Context: an optimization exercise on an open-source flow, tuned for small area, a short achievable clock period and few clock cycles. The choices shown serve that exercise and are no tape-out recipe. Function was checked by simulation only, so behaviour that the tests miss may differ from the original. Power and IR drop assume default switching activity.

==> design.v <==
`default_nettype none
module RiscvFemto (
    input var logic clk,
    input var logic rstn,
    input var logic [31:0] memIn,
    output var logic [31:0] memAddr,
    output var logic memRead,
    output var logic [3:0] memWstrb,
    output var logic [31:0] memWrite
);
logic [31:0] regFile [1:31];
logic        wbEn;       
logic [4:0]  wbRd;
logic [31:0] wbData;
always_ff @(posedge clk) begin
    if (wbEn) regFile[wbRd] <= wbData;
end
logic [31:2] busAddr;
logic        busFetch;   
logic        busLoad;    
logic [3:0]  busWstrb;
logic [31:0] busWdata;
logic [31:2] nextFetch;  
logic        btbV;       
logic [31:2] btbPC;
logic [31:2] btbTgt;
logic        iPred;      
logic        dArrive;    
logic        dHeld;      
logic [31:0] instrD;
logic        predD;      
logic [31:2] dPC;        
logic        eValid;
logic        eLoad, eStore, eBranch, eJal, eJalr, eWr;
logic        ePred;      
logic [4:0]  eRd;
logic [2:0]  eF3;
logic        eSra;
logic        eSelAdd, eSelSll, eSelSlt, eSelSltu, eSelXor, eSelSr, eSelOr, eSelAnd, eSelLink;
logic [31:0] rs1E;
logic [31:0] opBE;       
logic        cinE;       
logic [31:0] sdE;        
logic [31:2] targetE;    
logic        ldWrM, ldW, ldWrW;
logic [4:0]  ldRdM, ldRdW;
logic [2:0]  ldF3M, ldF3W;
logic [1:0]  ldAM, ldAW;
wire [32:0] aluSum = {1'b0, rs1E} + {1'b0, opBE} + {32'b0, cinE};
wire aluCarry = aluSum[32];
wire aluEq = &(rs1E ^ opBE);                  
wire aluLtu = !aluCarry;
wire aluLt = aluCarry ^ rs1E[31] ^ opBE[31];
wire [4:0] shamt = opBE[4:0];
wire [31:0] rs1Flip;
for (genvar i = 0; i < 32; i++) assign rs1Flip[i] = rs1E[31-i];
wire [31:0] shIn = eSelSll ? rs1Flip : rs1E;
wire [31:0] shOut = 32'(signed'({eSra & rs1E[31], shIn}) >>> shamt);
wire [31:0] shFlip;
for (genvar i = 0; i < 32; i++) assign shFlip[i] = shOut[31-i];
wire [31:0] eResult =
      ({32{eSelAdd}}  & aluSum[31:0])
    | ({32{eSelSll}}  & shFlip)
    | ({32{eSelSr}}   & shOut)
    | ({32{eSelSlt}}  & {31'b0, aluLt})
    | ({32{eSelSltu}} & {31'b0, aluLtu})
    | ({32{eSelXor}}  & (rs1E ^ opBE))
    | ({32{eSelOr}}   & (rs1E | opBE))
    | ({32{eSelAnd}}  & (rs1E & opBE))
    | ({32{eSelLink}} & {targetE, 2'b00});
logic takeBranch;
always_comb begin
    case (eF3[2:1])
        2'b00: takeBranch = aluEq;
        2'b10: takeBranch = aluLt;
        2'b11: takeBranch = aluLtu;
        default: takeBranch = 1'b0;
    endcase
    takeBranch = takeBranch ^ eF3[0];
end
wire eMem = eValid & (eLoad | eStore);
wire redirect = eValid & (eJalr | (eJal & !ePred) | (eBranch & (takeBranch ^ ePred)));
wire [1:0] ea = aluSum[1:0];
wire [3:0] storeMask = (eF3[1:0] == 2'b00) ? (4'b0001 << ea)
    : (eF3[1:0] == 2'b01) ? (ea[1] ? 4'b1100 : 4'b0011)
    : 4'b1111;
wire [15:0] ldHalf = ldAW[1] ? memIn[31:16] : memIn[15:0];
wire [7:0] ldByte = ldAW[0] ? ldHalf[15:8] : ldHalf[7:0];
wire ldSign = !ldF3W[2] & (ldF3W[0] ? ldHalf[15] : ldByte[7]);
wire [31:0] loadData = (ldF3W[1:0] == 2'b00) ? {{24{ldSign}}, ldByte}
    : (ldF3W[1:0] == 2'b01) ? {{16{ldSign}}, ldHalf}
    : memIn;
assign wbEn = ldW ? ldWrW : (eValid & eWr);
assign wbRd = ldW ? ldRdW : eRd;
assign wbData = ldW ? loadData : eResult;
wire [31:0] iD = dArrive ? memIn : instrD;
wire dPred = dArrive ? iPred : predD;
wire dValid = dArrive | dHeld;
wire [4:0] op = iD[6:2];
wire [2:0] f3 = iD[14:12];
wire [4:0] rdId = iD[11:7];
wire [4:0] rs1Id = iD[19:15];
wire [4:0] rs2Id = iD[24:20];
wire dLoad   = !op[4] & !op[3] & !op[2];
wire dStore  = !op[4] &  op[3] & !op[2];
wire dOpImm  = !op[4] & !op[3] &  op[2] & !op[0];
wire dAuipc  = !op[4] & !op[3] &  op[2] &  op[0];
wire dOp     = !op[4] &  op[3] &  op[2] & !op[0];
wire dLui    = !op[4] &  op[3] &  op[2] &  op[0];
wire dBranch =  op[4] & !op[0];
wire dJalr   =  op[4] &  op[0] & !op[1];
wire dJal    =  op[4] &  op[1];
wire dAlu = dOp | dOpImm;
wire dUseRs1 = !(dLui | dAuipc | dJal);
wire dUseRs2 = dOp | dBranch | dStore;
wire [31:0] immI = {{20{iD[31]}}, iD[31:20]};
wire [31:0] immS = {{20{iD[31]}}, iD[31:25], iD[11:7]};
wire [31:0] immB = {{19{iD[31]}}, iD[31], iD[7], iD[30:25], iD[11:8], 1'b0};
wire [31:0] immJ = {{11{iD[31]}}, iD[31], iD[19:12], iD[20], iD[30:21], 1'b0};
wire [31:0] immU = {iD[31:12], 12'b0};
logic [31:0] rf1, rf2;
always_comb begin
    rf1 = '0;
    rf2 = '0;
    for (int i = 1; i < 32; i++) begin
        rf1 = rf1 | (regFile[i] & {32{rs1Id == 5'(i)}});
        rf2 = rf2 | (regFile[i] & {32{rs2Id == 5'(i)}});
    end
end
wire [31:0] rs1v = (wbEn && wbRd == rs1Id) ? wbData : rf1;
wire [31:0] rs2v = (wbEn && wbRd == rs2Id) ? wbData : rf2;
wire dSub = dBranch | (dOp & iD[30] & (f3 == 3'b000)) | (dAlu & (f3[2:1] == 2'b01));
wire [31:0] immOp = dStore ? immS : dJal ? immJ : (dLui | dAuipc) ? immU : immI;
wire [31:0] opB = (dOp | dBranch) ? rs2v : immOp;
wire [31:0] opA = dLui ? 32'd0 : (dAuipc | dJal) ? {dPC, 2'b00} : rs1v;
wire [31:2] pcPlusImm = dPC + (dJal ? immJ[31:2] : immB[31:2]);
wire [31:2] pcPlus4 = dPC + 30'd1;
wire hazard = eValid & eLoad & (eRd != 5'd0)
    & ((dUseRs1 & (rs1Id == eRd)) | (dUseRs2 & (rs2Id == eRd))
       | (!(dBranch | dStore) & (rdId == eRd)));
wire dAdvance = dValid & !redirect & !busLoad & !hazard;
wire dHold = dValid & !redirect & !dAdvance;
wire predict = dValid & !dPred & !redirect & !busLoad & !eMem & (dJal | (dBranch & iD[31]));
wire fetchKept = busFetch & !redirect & !dHold & !predict;
wire btbHit = btbV & (busAddr == btbPC);
wire [31:2] predFetch = btbHit ? btbTgt : busAddr + 30'd1;
wire [31:2] seqFetch = busFetch ? predFetch : nextFetch;
assign memRead = 1'b1;
assign memAddr = {busAddr, 2'b00};
assign memWstrb = busWstrb;
assign memWrite = busWdata;
always_ff @(posedge clk) begin
    rs1E <= opA;
    opBE <= dSub ? ~opB : opB;
    cinE <= dSub;
    sdE <= (f3[1:0] == 2'b00) ? {4{rs2v[7:0]}}
        : (f3[1:0] == 2'b01) ? {2{rs2v[15:0]}}
        : rs2v;
    targetE <= (dJal | dJalr | (dBranch & (predict | dPred))) ? pcPlus4 : pcPlusImm;
    ePred <= predict | dPred;
    eLoad <= dLoad;
    eStore <= dStore;
    eBranch <= dBranch;
    eJal <= dJal;
    eJalr <= dJalr;
    eWr <= !(dBranch | dStore | dLoad) & (rdId != 5'd0);
    eRd <= rdId;
    eF3 <= f3;
    eSra <= iD[30];
    eSelAdd  <= (dAlu & (f3 == 3'b000)) | dLui | dAuipc;
    eSelSll  <= dAlu & (f3 == 3'b001);
    eSelSlt  <= dAlu & (f3 == 3'b010);
    eSelSltu <= dAlu & (f3 == 3'b011);
    eSelXor  <= dAlu & (f3 == 3'b100);
    eSelSr   <= dAlu & (f3 == 3'b101);
    eSelOr   <= dAlu & (f3 == 3'b110);
    eSelAnd  <= dAlu & (f3 == 3'b111);
    eSelLink <= dJal | dJalr;
    instrD <= iD;
    predD <= dPred;
    if (dValid & dBranch & iD[31]) begin
        btbV <= 1'b1;
        btbPC <= dPC;
        btbTgt <= pcPlusImm;
    end
    if (busFetch & !(dValid & hazard)) dPC <= busAddr;
    if (busFetch) nextFetch <= (dValid & hazard) ? busAddr : predFetch;
    iPred <= btbHit;
    busWdata <= sdE;
    if (eMem) begin
        busAddr <= aluSum[31:2];
        busFetch <= 1'b0;
    end else if (redirect) begin
        busAddr <= (eJal | eJalr) ? aluSum[31:2] : targetE;
        busFetch <= 1'b1;
    end else if (predict) begin
        busAddr <= pcPlusImm;
        busFetch <= 1'b1;
    end else begin
        busAddr <= seqFetch;
        busFetch <= 1'b1;
    end
    busWstrb <= (eValid & eStore) ? storeMask : 4'b0000;
    busLoad <= eValid & eLoad;
    ldWrM <= eRd != 5'd0;
    ldRdM <= eRd;
    ldF3M <= eF3;
    ldAM <= ea;
    ldW <= busLoad;
    ldWrW <= ldWrM;
    ldRdW <= ldRdM;
    ldF3W <= ldF3M;
    ldAW <= ldAM;
    dArrive <= fetchKept;
    dHeld <= dHold;
    eValid <= dAdvance;
    if (!rstn) begin
        busAddr <= '0;
        busFetch <= 1'b1;
        busLoad <= 1'b0;
        busWstrb <= 4'b0000;
        ldW <= 1'b0;
        dArrive <= 1'b0;
        dHeld <= 1'b0;
        eValid <= 1'b0;
        btbV <= 1'b0;
    end
end
endmodule
`default_nettype wire
==> run.sh <==
#!/bin/bash
# synth_recipe.tcl (not shown) runs the flow's synth.tcl, then flattens the netlist and writes it again
# the make line also repeats each setting of config.mk as NAME=value (left out here)
make -C /OpenROAD-flow-scripts/flow DESIGN_CONFIG=/design/flow/config.mk WORK_HOME=/design/flow/orfs CLKGATE_MAP_FILE= SYNTH_SCRIPT=/design/flow/synth_recipe.tcl finish
==> config.mk <==
export PLATFORM = sky130hd
export DESIGN_NAME = RiscvFemto
export DESIGN_NICKNAME = RiscvFemto
export VERILOG_FILES = /design/flow/design.v
export SDC_FILE = /design/flow/constraint.sdc
export NUM_CORES = 4
export LEC_CHECK = 0
export CAP_MARGIN = 30
export CORE_MARGIN = 2
export CORE_UTILIZATION = 40
export CTS_BUF_LIST = sky130_fd_sc_hd__clkbuf_4 sky130_fd_sc_hd__clkbuf_8
export SETUP_SLACK_MARGIN = 5
export SLEW_MARGIN = 40
==> constraint.sdc <==
create_clock -name core_clock -period 10.0 [get_ports {clk}]
set_input_delay 2.0000 -clock core_clock [delete_from_list [all_inputs] [get_ports {clk}]]
set_output_delay 2.0000 -clock core_clock [all_outputs]
set_load 0.01 [all_outputs]
==> out/metrics.yaml, run 1 <==
status: "timing/DRC/antenna clean"
start_util_pct: 40.2
grt-ovfl-total: 0
row_count: 150
drv_cap: 0
dp_cells: 7614
io_buffers: 99
die_w_um: 413
via_per_inst: 7.56
yosys.area_share.simple_pct: 8.86
timing.setup.tns_ns: 0
peakVddDrop_mv: 0.158
place.gp.congestion: 1.06
fin_area_mm2: 0.0783
worstSetupPathType: "input pin to register"
cts_buffers: 220
fin_cells: 8118
min_period_ns: 5.17
dpl.hpwl_um: 214000
place_area_mm2: 0.0722
total_power_mw: 30.0
worstPathMaxFanout: 15
clk_pin_slew_ns: 0.06
synth_top_family_by_area: "compound AO/OA/AOI/OAI gates"
h-tree-depth: 4
crit_path_end_kind: "register"
post_drt_wl_per_cell_um: 43.1
first_global_vias: 55900
yosys_most_used_dff: "edfxtp_1"
synth_cells: 5472
drt-total-wl_um: 350000
final_common_cell: "edfxtp_1"
pre_cts_slack_ns: 2.85
setup_viol: 0
ios: 103
drtIter0Drc: 14800
fin_hold_ws_ns: 0.267
p_leak_nw: 27.5
synth_area_leader_cell: "edfxtp_1"
cts_buffer_depth: 3
yosysTopAreaCellShare_pct: 49.9
p_per_area_mw_per_mm2: 384
dr.pass1.iters: 15
die_y_um: 413
grt_max_degree: 62
synthAdderAreaFrac_pct: 1.86
finClkSkew_ns: 0.111
hp-start: "ldWrM"
coreArea_mm2: 0.167
ys_ff_latch: 1382
cp-startpoint: "memIn[16]"
yosys-top-cells-area: "edfxtp_1 50%, dfxtp_1 8.1%, a22oi_1 5.8%"
finalHoldViolations: 0
synth-edff-count: 1112
dieArea_mm2: 0.171
cp.arrival_ns: 6.08
cts_sinks: 1382
ys_seq_area_share_pct: 57.9
tightestPinTransition_ns: 1.06
slew_violations: 0
utilization_pct: 47.0
netlist_area_mm2: 0.0670
tritoncts: "yes"
finalCritPeriodShare_pct: 51.7
cp_data_required_time_ns: 10.91
timing.final.ws_setup_ns: 4.83
synthArstFlopShare_pct: 0
max_slew_margin_pct: 29.2
fin_nets: 5829
root_buffer: "clkbuf_8"
ys_warn_count: 1
dr_total_vias: 61300
reg2reg_slack_ns: 4.93
grt.total_usage_pct: 39.4
clk_latency_ns: 1.05
worstSetupStartpointType: "input pin"
cts_hold_buf: 0
rsz0062_at_grt: "yes"
synth.avg_cell_area_um2: 12.2
antenna_found_initial: 28
hold_path_class: "register to register"
ant_nets: 0
area_growth_pct: 16.9
remaining_drc_errors: 0
synth_compound_area_share_pct: 20.6
synth_cell_type_count: 112
layout.cells.most_common_list: "1112 x edfxtp_1, 514 x a22oi_1, 276 x nand2_1, 259 x dfxtp_1, 256 x clkbuf_8"
muxShareOfSynthArea_pct: 4.68
grt_pass1_wl_um: 463000
rr_startpoint: "opBE[0]"
drive_gt1_share_pct: 18.2
fmax_ghz: 0.193
yosys.area_share.xor_xnor_pct: 2.42
-- cell usage after synthesis, drive strengths merged (95+ instances only) --
cell,n
a22oi,515
a22o,203
nand2,278
edfxtp,1112
buf,210
a221oi,253
inv,155
nand3,215
ha,95
nor2,284
clkbuf,179
dfxtp,270
a21oi,213
xnor2,150
mux2i,96
nand4,141
o21ai,205
-- critical path, cell delays in order --
cell	delay [ns]
clkdlybuf4s50_1	0.56
mux2i_4	0.42
nand3_1	0.35
nor2_4	0.89
buf_4	0.52
a22oi_1	0.16
nand3_1	0.16
nor4_1	0.07
a21oi_1	0.50
o21ai_1	0.14
a21oi_1	0.22
-- cells by family after synthesis --
kind of cell             count (synthesis)
flip-flops                            1382
AND/OR/NAND/NOR                       1207
XOR/XNOR                               185
AO/OA/AOI/OAI                         1818
adder cells (fa/ha/maj)                 98
other                                    2
multiplexers                           231
buffers and inverters                  549
-- layout make-up --
type                            instances  area, um^2
Fill cell                           14900       88300
Sequential cell                      1382       38800
Multi-Input combinational cell       3544       27400
Clock buffer                          309        3920
Timing Repair Buffer                  389        3770
Tap cell                             2204        2760
Clock inverter                        111        1010
Inverter                              160         633
Antenna cell                           19        47.5
-- worst paths after layout --
check                                end  cells after the start
worst min-delay path               ldWrW                      0
worst max-delay path            rs1E[29]                     11
worst min register to register     ldWrW                      0
worst max register to register  rs1E[16]                     16
-- per-layer routing --
metal | routed length, um | track usage [%]
met1 | 121000 | 49.4
met2 | 134000 | 52.7
met3 | 64300 | 21.0
met4 | 29400 | 24.4
met5 | 396 | 0.452
-- power by group --
group          switching [mW]  internal, mW
Sequential               1.05          8.34
Clock                    2.49          2.91
Combinational            10.6          4.64
Total                    14.2          15.9
-- what timing repair did --
item	CTS	global route
gates resized for setup	59	63
setup buffers	35	21
gates cloned	2	2
endpoints found under the hold margin	0	0
endpoints found under the setup margin	203	143
pin swaps	16	18
-- state kept, by name, summed over array words and instances, names as in the netlist, 32 cells and up --
name and cells:
rs1E 32, opBE 32, sdE 32, regFile 992
busWdata 32
Testbench counts, summed over its fixed seeds: cycles 117,232.
==> run 2, diff against run 1 <==
--- a/design.v
+++ b/design.v
@@ -34,4 +34,6 @@
 logic        eLoad, eStore, eBranch, eJal, eJalr, eWr;
 logic        ePred;      
+logic        eOff4, eOff8;  
+logic        skipNext;   
 logic [4:0]  eRd;
 logic [2:0]  eF3;
@@ -80,5 +82,7 @@
 end
 wire eMem = eValid & (eLoad | eStore);
-wire redirect = eValid & (eJalr | (eJal & !ePred) | (eBranch & (takeBranch ^ ePred)));
+wire redirect = eValid & (eJalr | (eJal & !ePred)
+    | (eBranch & (takeBranch ? !(ePred | eOff4 | eOff8) : ePred)));
+wire skip = eValid & eBranch & takeBranch & eOff8;
 wire [1:0] ea = aluSum[1:0];
 wire [3:0] storeMask = (eF3[1:0] == 2'b00) ? (4'b0001 << ea)
@@ -96,5 +100,5 @@
 wire [31:0] iD = dArrive ? memIn : instrD;
 wire dPred = dArrive ? iPred : predD;
-wire dValid = dArrive | dHeld;
+wire dValid = (dArrive & !skipNext) | dHeld;
 wire [4:0] op = iD[6:2];
 wire [2:0] f3 = iD[14:12];
@@ -139,7 +143,8 @@
     & ((dUseRs1 & (rs1Id == eRd)) | (dUseRs2 & (rs2Id == eRd))
        | (!(dBranch | dStore) & (rdId == eRd)));
-wire dAdvance = dValid & !redirect & !busLoad & !hazard;
-wire dHold = dValid & !redirect & !dAdvance;
-wire predict = dValid & !dPred & !redirect & !busLoad & !eMem & (dJal | (dBranch & iD[31]));
+wire dAdvance = dValid & !redirect & !skip & !busLoad & !hazard;
+wire dHold = dValid & !redirect & !skip & !dAdvance;
+wire predict = dValid & !dPred & !redirect & !busLoad & !eMem & !(eValid & eBranch & eOff8)
+    & (dJal | (dBranch & iD[31]));
 wire fetchKept = busFetch & !redirect & !dHold & !predict;
 wire btbHit = btbV & (busAddr == btbPC);
@@ -159,4 +164,6 @@
     targetE <= (dJal | dJalr | (dBranch & (predict | dPred))) ? pcPlus4 : pcPlusImm;
     ePred <= predict | dPred;
+    eOff4 <= immB == 32'd4;
+    eOff8 <= immB == 32'd8;
     eLoad <= dLoad;
     eStore <= dStore;
@@ -214,4 +221,5 @@
     dArrive <= fetchKept;
     dHeld <= dHold;
+    skipNext <= !redirect & (skip ? !dValid : (skipNext & !dArrive));
     eValid <= dAdvance;
     if (!rstn) begin
@@ -225,4 +233,5 @@
         eValid <= 1'b0;
         btbV <= 1'b0;
+        skipNext <= 1'b0;
     end
 end
--- a/config.mk
+++ b/config.mk
@@ -9,5 +9,6 @@
 export CORE_MARGIN = 2
 export CORE_UTILIZATION = 40
-export CTS_BUF_LIST = sky130_fd_sc_hd__clkbuf_4 sky130_fd_sc_hd__clkbuf_8
+export CTS_CLUSTER_DIAMETER = 60
+export CTS_CLUSTER_SIZE = 30
 export SETUP_SLACK_MARGIN = 5
 export SLEW_MARGIN = 40
==> run 2 against run 1 <==
  * Highest routed layer unchanged
  * Clock skew decreased by 0.022 ns
  * Sequential share of layout area decreased by 0.78 points
  * Synthesized cell count increased by 3.1%
  * Still clean
  * Fmax increased by 0.31%
  * Worst setup slack improved by 0.016 ns
  * First-iteration DRC count decreased by 2.2%
==> out/metrics.yaml, run 2 <==
gr-usage-met1_pct: 47.3  # was 49.4%
grt_util_met3_pct: 18.5  # was 21.0%
synth_cells: 5639  # was 5472
ys_seq_area_share_pct: 57.2  # was 57.9%
drt-total-wl_um: 363000  # was 350000 um
yosysTopAreaCellShare_pct: 49.1  # was 49.9%
finalCritPeriodShare_pct: 51.5  # was 51.7%
synth_common_cells: "1112 x edfxtp_1, 410 x a22oi_1, 342 x nand2_1"  # was 1112 x edfxtp_1, 515 x a22oi_1, 284 x nor2_1
finalHoldViolations: 0  # unchanged
rsz0062_at_grt: "yes"  # unchanged
dr_total_vias: 61900  # was 61300
hold_path_class: "register to register"  # unchanged
die_w_um: 416  # was 413 um
timing.setup.tns_ns: 0  # unchanged
final_common_cell: "edfxtp_1"  # unchanged
fin_nets: 5904  # was 5829
grt-ovfl-total: 0  # unchanged
p_per_area_mw_per_mm2: 381  # was 384 mW/mm^2
crit_path_end_kind: "register"  # unchanged
pre_cts_slack_ns: 3.15  # was 2.85 ns
dieArea_mm2: 0.173  # was 0.171 mm^2
synth_cell_type_count: 93  # was 112
grt_max_degree: 69  # was 62
min_period_ns: 5.15  # was 5.17 ns
status: "timing/DRC/antenna clean"  # unchanged
clk_latency_ns: 0.82  # was 1.05 ns
worstSetupPathType: "input pin to register"  # unchanged
grt.total_usage_pct: 40.2  # was 39.4%
clk_pin_slew_ns: 0.07  # was 0.06 ns
grt.met2_usage_pct: 56.2  # was 52.7%
synth-edff-count: 1112  # unchanged
peakVddDrop_mv: 0.198  # was 0.158 mV
fin_hold_ws_ns: 0.330  # was 0.267 ns
layout.cells.most_common_list: "1112 x edfxtp_1, 406 x a22oi_1, 334 x nand2_1, 260 x dfxtp_1, 258 x a22o_1"  # was 1112 x edfxtp_1, 514 x a22oi_1, 276 x nand2_1, 259 x dfxtp_1, 256 x clkbuf_8
slew_violations: 0  # unchanged
root_buffer: "clkbuf_16"  # was clkbuf_8
largest_register_ffs: 992  # unchanged
setup_viol: 0  # unchanged
coreArea_mm2: 0.169  # was 0.167 mm^2
area_growth_pct: 17.3  # was 16.9%
via_per_inst: 7.64  # was 7.56
p_leak_nw: 28.1  # was 27.5 nW
remaining_drc_errors: 0  # unchanged
fmax_ghz: 0.194  # was 0.193 GHz
cts_buffer_depth: 3  # unchanged
row_count: 151  # was 150
h-tree-depth: 3  # was 4
synth_area_leader_cell: "edfxtp_1"  # unchanged
tightestPinTransition_ns: 1.01  # was 1.06 ns
cp.arrival_ns: 5.84  # was 6.08 ns
dpl.hpwl_um: 226000  # was 214000 um
utilization_pct: 47.1  # was 47.0%
synth.most_common_cell: "edfxtp_1"  # unchanged
io_buffers: 99  # unchanged
yosys_most_used_dff: "edfxtp_1"  # unchanged
drive_gt1_share_pct: 16.4  # was 18.2%
grt.busiest_layer: "met2"  # unchanged
grt_pass1_wl_um: 480000  # was 463000 um
max_slew_margin_pct: 31.9  # was 29.2%
start_util_pct: 40.2  # about the same
cp_data_required_time_ns: 10.68  # was 10.91 ns
yosys-top-cells-area: "edfxtp_1 49%, dfxtp_1 8.0%, a22oi_1 4.5%"  # was edfxtp_1 50%, dfxtp_1 8.1%, a22oi_1 5.8%
largest_register: "regFile"  # unchanged
synthArstFlopShare_pct: 0  # unchanged
worstSetupStartpointType: "input pin"  # unchanged
drtIter0Drc: 14500  # was 14800
ys_warn_count: 1  # unchanged
netlist_area_mm2: 0.0680  # was 0.0670 mm^2
timing.final.ws_setup_ns: 4.85  # was 4.83 ns
post_drt_wl_per_cell_um: 44.8  # was 43.1 um
finClkSkew_ns: 0.0888  # was 0.111 ns
ys_ff_latch: 1385  # was 1382
die_y_um: 416  # was 413 um
tritoncts: "yes"  # unchanged
cts_sinks: 1385  # was 1382
first_global_vias: 56400  # was 55900
synth.avg_cell_area_um2: 12.1  # was 12.2 um^2
dp_cells: 7799  # was 7614
antenna_found_initial: 31  # was 28
place.gp.congestion: 1.05  # was 1.06
dr.pass1.iters: 14  # was 15
ios: 103  # unchanged
worstPathMaxFanout: 21  # was 15
drv_cap: 0  # unchanged
fin_cells: 8098  # was 8118
cts_buffers: 107  # was 220
ant_nets: 0  # unchanged
-- run 2: cell count changes in the layout (fill, tap and decap cells not counted), moves of 33 or more --
cell       change
a221oi_1      +35
nand2_1       +58
nor2_1        -33
clkbuf_4      -53
clkbuf_8     -254
nand3_1       -46
clkinv_1      -39
a22oi_1      -108
a221oi_4      +33
xnor2_1       -42
a22o_1        +55
nor3_1        +39
clkinv_2      -35
clkbuf_16    +108
-- run 2: metal layers --
metal | wire length [um] | share of wire, %
met3 | 58700 | 16
met4 | 39200 | 11
met1 | 120000 | 33
met2 | 144000 | 40
met5 | 469 | 0.13
-- run 2: cells by family after synthesis --
| group | count (synthesis) | synth area share (%) |
|---|---|---|
| buffers and inverters | 605 | 3.57 |
| adders and majority gates | 98 | 1.84 |
| xor gates and xnor gates | 175 | 2.25 |
| other | 2 | 0.0110 |
| muxes | 235 | 4.74 |
| AOI/OAI and AO/OA | 1895 | 21.4 |
| DFF | 1385 | 57.2 |
| and+or+nand+nor | 1244 | 9.01 |
-- run 2: stage by stage --
step                area [um^2]  total power, mW
CTS                       79000             29.0
finish                    79700             30.3
detailed placement        73900             23.7
global route              79700             30.7
floorplan                 68100             16.7
global placement          73400             23.6
-- run 2: what timing repair did --
item | CTS | global route
setup buffers | 48 | 23
gates cloned | 5 | 3
hold buffers | 0 | 0
resized for setup | 127 | 81
pin swaps | 23 | 16
endpoints found under the setup margin | 301 | 300
-- run 2: critical path: stages --
cell and delay, ns:
clkdlybuf4s50_1 0.45, buf_4 0.32, nand3b_1 0.21, buf_12 0.22, a221oi_4 0.22, buf_4 0.61
buf_4 0.43, a22o_1 0.23, a221oi_1 0.06, nand4_1 0.14, nor3_1 0.06, a21oi_1 0.61
a22o_1 0.23
-- run 2: worst paths after layout --
check / start / to / slack, ns / cells past startpoint
hold / removal: ldF3M[0] / ldF3W[0] / 0.33 / 0
setup reg to reg: dArrive / opBE[12] / 4.98 / 11
hold reg to reg: ldF3M[0] / ldF3W[0] / 0.33 / 0
setup / recovery: memIn[18] / rs1E[20] / 4.85 / 13
-- run 2: final cells by class --
type                    count  area, um^2
repair inverters            2        12.5
clock buffers             108        2700
inverters                 192         772
repair buffers            432        4200
multi-input cells        3652       28900
clock inverters            94        1440
fillers                 14900       89400
well taps                2218        2780
flip-flops and latches   1385       38900
diodes                     15        37.5
-- run 2: where the power goes --
group          switching (mW)  total, mW  internal, mW
Clock                    2.67       4.95          2.29
Combinational            11.3       16.1          4.83
Sequential               1.07       9.28          8.21
Testbench counts of run 2, summed over its fixed seeds: cycles 113,844.
==> run 3, diff against run 2 <==
--- a/design.v
+++ b/design.v
@@ -138,5 +138,10 @@
 wire [31:0] opB = (dOp | dBranch) ? rs2v : immOp;
 wire [31:0] opA = dLui ? 32'd0 : (dAuipc | dJal) ? {dPC, 2'b00} : rs1v;
-wire [31:2] pcPlusImm = dPC + (dJal ? immJ[31:2] : immB[31:2]);
+wire [31:21] pcHi = dPC[31:21];
+wire [31:21] pcHiInc = pcHi + 11'd1;
+wire [31:21] pcHiDec = pcHi - 11'd1;
+wire [21:2] pcLoSum = {1'b0, dPC[20:2]} + {1'b0, dJal ? immJ[20:2] : immB[20:2]};
+wire [31:21] pcHiSum = pcLoSum[21] ? (iD[31] ? pcHi : pcHiInc) : (iD[31] ? pcHiDec : pcHi);
+wire [31:2] pcPlusImm = {pcHiSum, pcLoSum[20:2]};
 wire [31:2] pcPlus4 = dPC + 30'd1;
 wire hazard = eValid & eLoad & (eRd != 5'd0)
--- a/config.mk
+++ b/config.mk
@@ -9,6 +9,4 @@
 export CORE_MARGIN = 2
 export CORE_UTILIZATION = 40
-export CTS_CLUSTER_DIAMETER = 60
-export CTS_CLUSTER_SIZE = 30
 export SETUP_SLACK_MARGIN = 5
 export SLEW_MARGIN = 40
==> run 3 against run 2 <==
  * Largest cell class unchanged
  * Utilization up 0.23 points
  * Combinational power down 13%
  * Die area down 3.8%
==> out/metrics.yaml, run 3 <==
status: "timing/DRC/antenna clean"  # unchanged
worstPathMaxFanout: 32  # was 21
first_global_vias: 52900  # was 56400
dr.pass1.iters: 13  # was 14
area_growth_pct: 17.9  # was 17.3%
max_slew_margin_pct: 28.6  # was 31.9%
antenna_found_initial: 27  # was 31
slew_violations: 0  # unchanged
min_period_ns: 5.16  # was 5.15 ns
timing.setup.tns_ns: 0  # unchanged
synth.avg_cell_area_um2: 12.3  # was 12.1 um^2
grt.total_usage_pct: 39.0  # was 40.2%
place.gp.congestion: 1.01  # was 1.05
yosys-top-cells-area: "edfxtp_1 51%, dfxtp_1 8.4%, a22oi_1 4.5%"  # was edfxtp_1 49%, dfxtp_1 8.0%, a22oi_1 4.5%
tritoncts: "yes"  # unchanged
clk_pin_slew_ns: 0.06  # was 0.07 ns
clk_latency_ns: 0.85  # was 0.82 ns
synth_area_leader_cell: "edfxtp_1"  # unchanged
synth_cells: 5310  # was 5639
ys_seq_area_share_pct: 59.4  # was 57.2%
netlist_area_mm2: 0.0654  # was 0.0680 mm^2
yosysTopAreaCellShare_pct: 51.1  # was 49.1%
dr_total_vias: 58500  # was 61900
finalHoldViolations: 0  # unchanged
row_count: 148  # was 151
fin_nets: 5617  # was 5904
h-tree-depth: 4  # was 3
drv_cap: 0  # unchanged
yosys_most_used_dff: "edfxtp_1"  # unchanged
start_util_pct: 40.2  # about the same
final_common_cell: "edfxtp_1"  # unchanged
root_buffer: "clkbuf_16"  # unchanged
ios: 103  # unchanged
rsz0062_at_grt: "yes"  # unchanged
hp-start: "ldRdM[0]"  # was ldF3M[0]
largest_register_ffs: 992  # unchanged
dpl.hpwl_um: 204000  # was 226000 um
drt-total-wl_um: 338000  # was 363000 um
drive_gt1_share_pct: 16.5  # was 16.4%
synth-edff-count: 1112  # unchanged
cp.arrival_ns: 5.78  # was 5.84 ns
largest_register: "regFile"  # unchanged
reg2reg_slack_ns: 5.04  # was 4.98 ns
via_per_inst: 7.50  # was 7.64
setup_viol: 0  # unchanged
cts_buffers: 146  # was 107
ys_ff_latch: 1385  # unchanged
grt_max_degree: 64  # was 69
fin_hold_ws_ns: 0.322  # was 0.330 ns
ys_warn_count: 1  # unchanged
finClkSkew_ns: 0.0696  # was 0.0888 ns
cp_data_required_time_ns: 10.63  # was 10.68 ns
synth.most_common_cell: "edfxtp_1"  # unchanged
p_leak_nw: 26.7  # was 28.1 nW
worstSetupPathType: "input pin to register"  # unchanged
hold_path_class: "register to register"  # unchanged
cts_sinks: 1385  # unchanged
dieArea_mm2: 0.167  # was 0.173 mm^2
die_y_um: 408  # was 416 um
peakVddDrop_mv: 0.290  # was 0.198 mV
crit_path_end_kind: "register"  # unchanged
cts_buffer_depth: 3  # unchanged
coreArea_mm2: 0.163  # was 0.169 mm^2
finalCritPeriodShare_pct: 51.6  # was 51.5%
drtIter0Drc: 14200  # was 14500
grt_pass1_wl_um: 449000  # was 480000 um
remaining_drc_errors: 0  # unchanged
rr_startpoint: "opBE[0]"  # was dArrive
ant_nets: 0  # unchanged
synth_cell_type_count: 90  # was 93
layout.cells.most_common_list: "1112 x edfxtp_1, 385 x a22oi_1, 320 x nand2_1, 293 x a221oi_1, 265 x dfxtp_1"  # was 1112 x edfxtp_1, 406 x a22oi_1, 334 x nand2_1, 260 x dfxtp_1, 258 x a22o_1
io_buffers: 99  # unchanged
die_w_um: 408  # was 416 um
grt-ovfl-total: 0  # unchanged
tightestPinTransition_ns: 1.07  # was 1.01 ns
cp-startpoint: "memIn[19]"  # was memIn[18]
post_drt_wl_per_cell_um: 43.3  # was 44.8 um
p_per_area_mw_per_mm2: 378  # was 381 mW/mm^2
synthArstFlopShare_pct: 0  # unchanged
worstSetupStartpointType: "input pin"  # unchanged
synth_common_cells: "1112 x edfxtp_1, 393 x a22oi_1, 324 x nand2_1"  # was 1112 x edfxtp_1, 410 x a22oi_1, 342 x nand2_1
fmax_ghz: 0.194  # about the same
run 3: timing repair:
item,4_1_cts,5_1_grt
pin swaps,15,12
endpoints found under the hold margin,0,0
hold buffers,0,0
setup buffers,24,28
cloned,3,3
resized for setup,106,73
setup endpoints to repair,378,188
run 3: power by group:
group | internal, mW | leakage, nW | switching, mW
clock | 3.33 | 2.47 | 2.51
combinational | 4.32 | 11.6 | 9.73
sequential | 8.24 | 12.6 | 0.985
total | 15.9 | 26.7 | 13.2
run 3: cell families after synthesis:
group	after synthesis	share of synthesized area [%]
compound gates	1693	19.6
flops	1385	59.4
simple gates	1139	8.35
buf+inv	573	3.45
mux	240	4.87
xor+xnor	188	2.52
fa+ha+maj	90	1.76
other cells	2	0.0115
run 3: path summary, 6_finish.rpt:
check	end	cells past startpoint
max	rs1E[0]	12
min	ldRdW[0]	0
max reg2reg	opBE[22]	16
min reg2reg	ldRdW[0]	0
run 3: per-stage QoR:
| stage | setup slack (ns) | power [mW] | utilization (%) | area [um^2] | cells |
|---|---|---|---|---|---|
| final | 4.84 | 29.1 | 47.4 | 77000 | 7810 |
| after global routing | 4.88 | 29.5 | 47.4 | 77000 | 7795 |
| after CTS | 4.88 | 28.0 | 47.0 | 76400 | 7759 |
| after detailed placement | 3.08 | 21.9 | 43.5 | 70700 | 7461 |
| after global placement | 3.02 | 21.8 | 43.3 | 70400 | 7454 |
| after floorplan | 4.58 | 15.8 | - | 65500 | 5311 |
run 3: worst max-delay path: stages:
cell             delay, ns
clkdlybuf4s50_1       0.56
mux2i_1               0.10
buf_4                 0.22
inv_1                 0.22
nand2_1               0.29
nor2_4                0.18
buf_4                 0.79
a22o_1                0.27
a221oi_1              0.05
nand4_1               0.14
nor3_1                0.14
nor3_1                0.78
run 3: layout make-up:
cell class | instances | area (um^2)
repair inverters | 2 | 12.5
multi-input cells | 3356 | 25800
diodes | 19 | 47.5
inverters | 197 | 766
well taps | 2175 | 2720
clock buffers | 198 | 4090
fillers | 14500 | 85500
repair buffers | 405 | 3710
clock inverters | 73 | 1010
flip-flops and latches | 1385 | 38900
run 3: routing by layer:
metal / GRT usage (%) / wire length [um] / vias to the layer above
li1: - / - / 21700
met1: 51.3 / 121000 / 28500
met2: 51.5 / 130000 / 6551
met3: 18.4 / 59800 / 1745
met4: 23.7 / 28000 / 19
met5: 0.201 / 194 / -
Testbench counts of run 3, summed over its fixed seeds: cycles 113,844.
==> run 4, diff against run 3 <==
--- a/design.v
+++ b/design.v
@@ -49,9 +49,10 @@
 logic [2:0]  ldF3M, ldF3W;
 logic [1:0]  ldAM, ldAW;
-wire [32:0] aluSum = {1'b0, rs1E} + {1'b0, opBE} + {32'b0, cinE};
+wire [31:0] opBx = cinE ? ~opBE : opBE;
+wire [32:0] aluSum = {1'b0, rs1E} + {1'b0, opBx} + {32'b0, cinE};
 wire aluCarry = aluSum[32];
-wire aluEq = &(rs1E ^ opBE);                  
+wire aluEq = rs1E == opBE;
 wire aluLtu = !aluCarry;
-wire aluLt = aluCarry ^ rs1E[31] ^ opBE[31];
+wire aluLt = aluCarry ^ rs1E[31] ^ opBx[31];
 wire [4:0] shamt = opBE[4:0];
 wire [31:0] rs1Flip;
@@ -132,10 +133,16 @@
     end
 end
-wire [31:0] rs1v = (wbEn && wbRd == rs1Id) ? wbData : rf1;
-wire [31:0] rs2v = (wbEn && wbRd == rs2Id) ? wbData : rf2;
+wire byp1 = wbEn && wbRd == rs1Id;
+wire byp2 = wbEn && wbRd == rs2Id;
+wire [31:0] rs2v = byp2 ? wbData : rf2;
 wire dSub = dBranch | (dOp & iD[30] & (f3 == 3'b000)) | (dAlu & (f3[2:1] == 2'b01));
 wire [31:0] immOp = dStore ? immS : dJal ? immJ : (dLui | dAuipc) ? immU : immI;
-wire [31:0] opB = (dOp | dBranch) ? rs2v : immOp;
-wire [31:0] opA = dLui ? 32'd0 : (dAuipc | dJal) ? {dPC, 2'b00} : rs1v;
+wire selPC = dAuipc | dJal;
+wire selReg1 = !(dLui | selPC);
+wire selReg2 = dOp | dBranch;
+wire [31:0] opA = ({32{selReg1 & !byp1}} & rf1) | ({32{selReg1 & byp1}} & wbData)
+    | ({32{selPC}} & {dPC, 2'b00});
+wire [31:0] opB = ({32{selReg2 & !byp2}} & rf2) | ({32{selReg2 & byp2}} & wbData)
+    | ({32{!selReg2}} & immOp);
 wire [31:21] pcHi = dPC[31:21];
 wire [31:21] pcHiInc = pcHi + 11'd1;
@@ -162,9 +169,7 @@
 always_ff @(posedge clk) begin
     rs1E <= opA;
-    opBE <= dSub ? ~opB : opB;
+    opBE <= opB;
     cinE <= dSub;
-    sdE <= (f3[1:0] == 2'b00) ? {4{rs2v[7:0]}}
-        : (f3[1:0] == 2'b01) ? {2{rs2v[15:0]}}
-        : rs2v;
+    sdE <= rs2v;
     targetE <= (dJal | dJalr | (dBranch & (predict | dPred))) ? pcPlus4 : pcPlusImm;
     ePred <= predict | dPred;
@@ -199,5 +204,7 @@
     if (busFetch) nextFetch <= (dValid & hazard) ? busAddr : predFetch;
     iPred <= btbHit;
-    busWdata <= sdE;
+    busWdata <= (eF3[1:0] == 2'b00) ? {4{sdE[7:0]}}
+        : (eF3[1:0] == 2'b01) ? {2{sdE[15:0]}}
+        : sdE;
     if (eMem) begin
         busAddr <= aluSum[31:2];
==> run 4 against run 3 <==
  * Largest cell class unchanged
  * Clock skew is 0.0024 ns lower
  * Still clean
  * Non-clock buffer count is 2 higher
  * Synthesized cell count is 1.3% lower
  * Clock power is 3% lower
  * Largest power group unchanged
  * Combinational power is 4% higher
==> out/metrics.yaml, run 4 <==
status: "timing/DRC/antenna clean"  # unchanged
grt.total_usage_pct: 39.3  # was 39.0%
cp.arrival_ns: 6.04  # was 5.78 ns
synth_common_cells: "1112 x edfxtp_1, 504 x a22oi_1, 278 x nand2_1"  # was 1112 x edfxtp_1, 393 x a22oi_1, 324 x nand2_1
root_buffer: "clkbuf_16"  # unchanged
place.gp.congestion: 1.01  # about the same
synthArstFlopShare_pct: 0  # unchanged
cp_data_required_time_ns: 10.78  # was 10.63 ns
cp-startpoint: "memIn[19]"  # unchanged
synth-edff-count: 1112  # unchanged
worstPathMaxFanout: 25  # was 32
r2r_end: "opBE[24]"  # was opBE[22]
fmax_ghz: 0.190  # was 0.194 GHz
timing.setup.tns_ns: 0  # unchanged
p_leak_nw: 26.7  # about the same
layout.cells.most_common_list: "1112 x edfxtp_1, 502 x a22oi_1, 274 x nand2_1, 266 x dfxtp_1, 253 x a221oi_1"  # was 1112 x edfxtp_1, 385 x a22oi_1, 320 x nand2_1, 293 x a221oi_1, 265 x dfxtp_1
cts_buffers: 150  # was 146
dr_total_vias: 58000  # was 58500
p_per_area_mw_per_mm2: 382  # was 378 mW/mm^2
largest_register_ffs: 992  # unchanged
drt-total-wl_um: 341000  # was 338000 um
max_slew_margin_pct: 30.4  # was 28.6%
fillerInstances: 14400  # was 14500
first_global_vias: 52700  # was 52900
ys_seq_area_share_pct: 59.5  # was 59.4%
tightestPinTransition_ns: 1.04  # was 1.07 ns
worstSetupStartpointType: "input pin"  # unchanged
final_common_cell: "edfxtp_1"  # unchanged
finalHoldViolations: 0  # unchanged
rsz0062_at_grt: "yes"  # unchanged
clk_latency_ns: 0.85  # about the same
finClkSkew_ns: 0.0672  # was 0.0696 ns
ant_nets: 0  # unchanged
dr.pass1.iters: 14  # was 13
cts_hold_buf: 0  # unchanged
cp-endpoint: "rs1E[11]"  # was rs1E[0]
cts_sinks: 1385  # unchanged
ios: 103  # unchanged
ys_ff_latch: 1385  # unchanged
drive_gt1_share_pct: 17.0  # was 16.5%
grt_pass1_wl_um: 451000  # was 449000 um
grt-ovfl-total: 0  # unchanged
die_y_um: 408  # about the same
dpl.hpwl_um: 213000  # was 204000 um
register_area_mm2: 0.0389  # about the same
fin_hold_ws_ns: 0.325  # was 0.322 ns
drv_cap: 0  # unchanged
multiInputGateArea_mm2: 0.0261  # was 0.0258 mm^2
via_per_inst: 7.48  # was 7.50
largest_register: "regFile"  # unchanged
netlist_area_mm2: 0.0653  # was 0.0654 mm^2
drtIter0Drc: 14100  # was 14200
remaining_drc_errors: 0  # unchanged
row_count: 148  # unchanged
setup_viol: 0  # unchanged
reg2reg_depth: 15  # was 16
yosys-top-cells-area: "edfxtp_1 51%, dfxtp_1 8.4%, a22oi_1 5.8%"  # was edfxtp_1 51%, dfxtp_1 8.4%, a22oi_1 4.5%
rr_startpoint: "opBE[1]"  # was opBE[0]
synth.most_common_cell: "edfxtp_1"  # unchanged
die_w_um: 408  # about the same
start_util_pct: 40.2  # about the same
synth_cells: 5241  # was 5310
coreArea_mm2: 0.162  # was 0.163 mm^2
grt_max_degree: 62  # was 64
ys_warn_count: 1  # unchanged
yosysTopAreaCellShare_pct: 51.1  # about the same
antenna_found_initial: 19  # was 27
tritoncts: "yes"  # unchanged
min_period_ns: 5.26  # was 5.16 ns
area_growth_pct: 17.9  # about the same
synth_cell_type_count: 96  # was 90
clk_pin_slew_ns: 0.06  # about the same
hold_path_class: "register to register"  # unchanged
crit_path_end_kind: "register"  # unchanged
worstSetupPathType: "input pin to register"  # unchanged
yosys_most_used_dff: "edfxtp_1"  # unchanged
whs_path_depth: 0  # unchanged
cts_buffer_depth: 3  # unchanged
dieArea_mm2: 0.167  # about the same
io_buffers: 99  # unchanged
slew_violations: 0  # unchanged
post_drt_wl_per_cell_um: 44.0  # was 43.3 um
reg2reg_slack_ns: 4.91  # was 5.04 ns
synth.avg_cell_area_um2: 12.5  # was 12.3 um^2
peakVddDrop_mv: 0.268  # was 0.290 mV
h-tree-depth: 4  # unchanged
finalCritPeriodShare_pct: 52.6  # was 51.6%
fin_nets: 5606  # was 5617
synth_area_leader_cell: "edfxtp_1"  # unchanged
run 4: cell families (layout without fill, tap and decap cells):
| logic type | Yosys count | count (layout) | synth area share [%] |
|---|---|---|---|
| adders and majority gates | 120 | 120 | 2.32 |
| AOI/OAI and AO/OA | 1623 | 1623 | 18.8 |
| and+or+nand+nor | 1110 | 1111 | 8.17 |
| DFF | 1385 | 1385 | 59.5 |
| buffers and inverters | 526 | 857 | 3.17 |
| other | 2 | 12 | 0.0115 |
| muxes | 276 | 276 | 5.35 |
| xor gates and xnor gates | 199 | 199 | 2.67 |
run 4: worst min-delay path by stage:
stage,from,to
global placement,ldRdM[2],ldRdW[2]
finish,ldRdM[3],ldRdW[3]
global route,ldF3M[1],ldF3W[1]
CTS,ldRdM[3],ldRdW[3]
detailed placement,ldWrM,ldWrW
floorplan,ldAM[0],ldAW[0]
run 4: repair_timing:
item / CTS / global route
gates resized for setup: 86 / 79
endpoints found under the setup margin: 354 / 185
buffers inserted: 14 / 39
pin swaps: 12 / 18
gates cloned: 0 / 3
run 4: power breakdown:
group / internal, mW / switching (mW) / leakage (nW) / total (mW)
sequential: 8.28 / 0.999 / 12.6 / 9.28
combinational: 4.37 / 10.1 / 11.7 / 14.5
clock: 3.21 / 2.47 / 2.43 / 5.68
total: 15.9 / 13.6 / 26.7 / 29.5
run 4: layout make-up:
| type | instances | share of cell area [%] |
|---|---|---|
| Sequential cell | 1385 | 50.4 |
| Timing Repair Buffer | 407 | 4.75 |
| Antenna cell | 9 | 0.0292 |
| Clock inverter | 81 | 1.14 |
| Multi-Input combinational cell | 3332 | 33.9 |
| Inverter | 176 | 0.888 |
| Tap cell | 2175 | 3.53 |
| Clock buffer | 193 | 5.31 |
run 4: per-layer routing:
layer | global-route usage [%] | wire [um]
met1 | 50.5 | 121000
met2 | 52.5 | 130000
met3 | 19.4 | 60300
met4 | 23.8 | 29200
met5 | 0.402 | 410
run 4: critical path, cell delays in order:
cell and delay [ns]:
clkdlybuf4s50_1 0.64, mux2i_4 0.17, buf_4 0.25, or2_2 0.42, nor2_4 0.39, buf_4 0.66, a22o_1 0.27, a221oi_1 0.05
nand4_1 0.19, nor3_4 0.09, nor2_1 0.58, a221o_1 0.26
run 4: per-stage QoR:
stage	total power, mW	cell area (um^2)	util [%]	worst slack (ns)	std cells
6_report	29.5	77000	47.4	4.74	7758
5_1_grt	29.9	77000	47.4	4.88	7749
4_1_cts	28.2	76400	47.1	4.91	7707
3_5_place_dp	22.4	70900	43.7	3.13	7419
3_3_place_gp	22.3	70500	43.4	2.60	7404
2_1_floorplan	16.0	65500	-	4.97	5242
Testbench counts of run 4, summed over its fixed seeds: cycles 113,844.

## re-timing with driven ports
How much do the figures lean on ideal ports? The routed layouts below were timed once more, with nothing changed but the port constraints.
Step 1 assumes that a clkbuf_16 drives the clock port and a buf_2 every other input.
Step 2 also shifts input and output timing later by t, the mid clock arrival at the registers, as if the neighbouring blocks saw the same clock.
Slacks: ideal ports / drivers / drivers and shift; pairs: ideal ports / drivers.
| run | t (ns) | slack for setup (ns) | hold slack, ns |
|---|---|---|---|
| run 1 | 1.075 | 4.830 / 4.882 / 3.807 | 0.267 / 0.267 / 0.267 |
| run 2 | 0.859 | 4.846 / 4.821 / 3.962 | 0.330 / 0.330 / 0.330 |
| run 3 | 0.899 | 4.843 / 4.896 / 3.997 | 0.322 / 0.322 / 0.322 |
| run 4 | 0.900 | 4.738 / 4.779 / 3.879 | 0.325 / 0.325 / 0.325 |
After both steps every run listed still meets setup and hold. For run 1, which loses most, drivers alone change the setup slack by +0.052 ns; drivers and shift together by -1.023 ns.
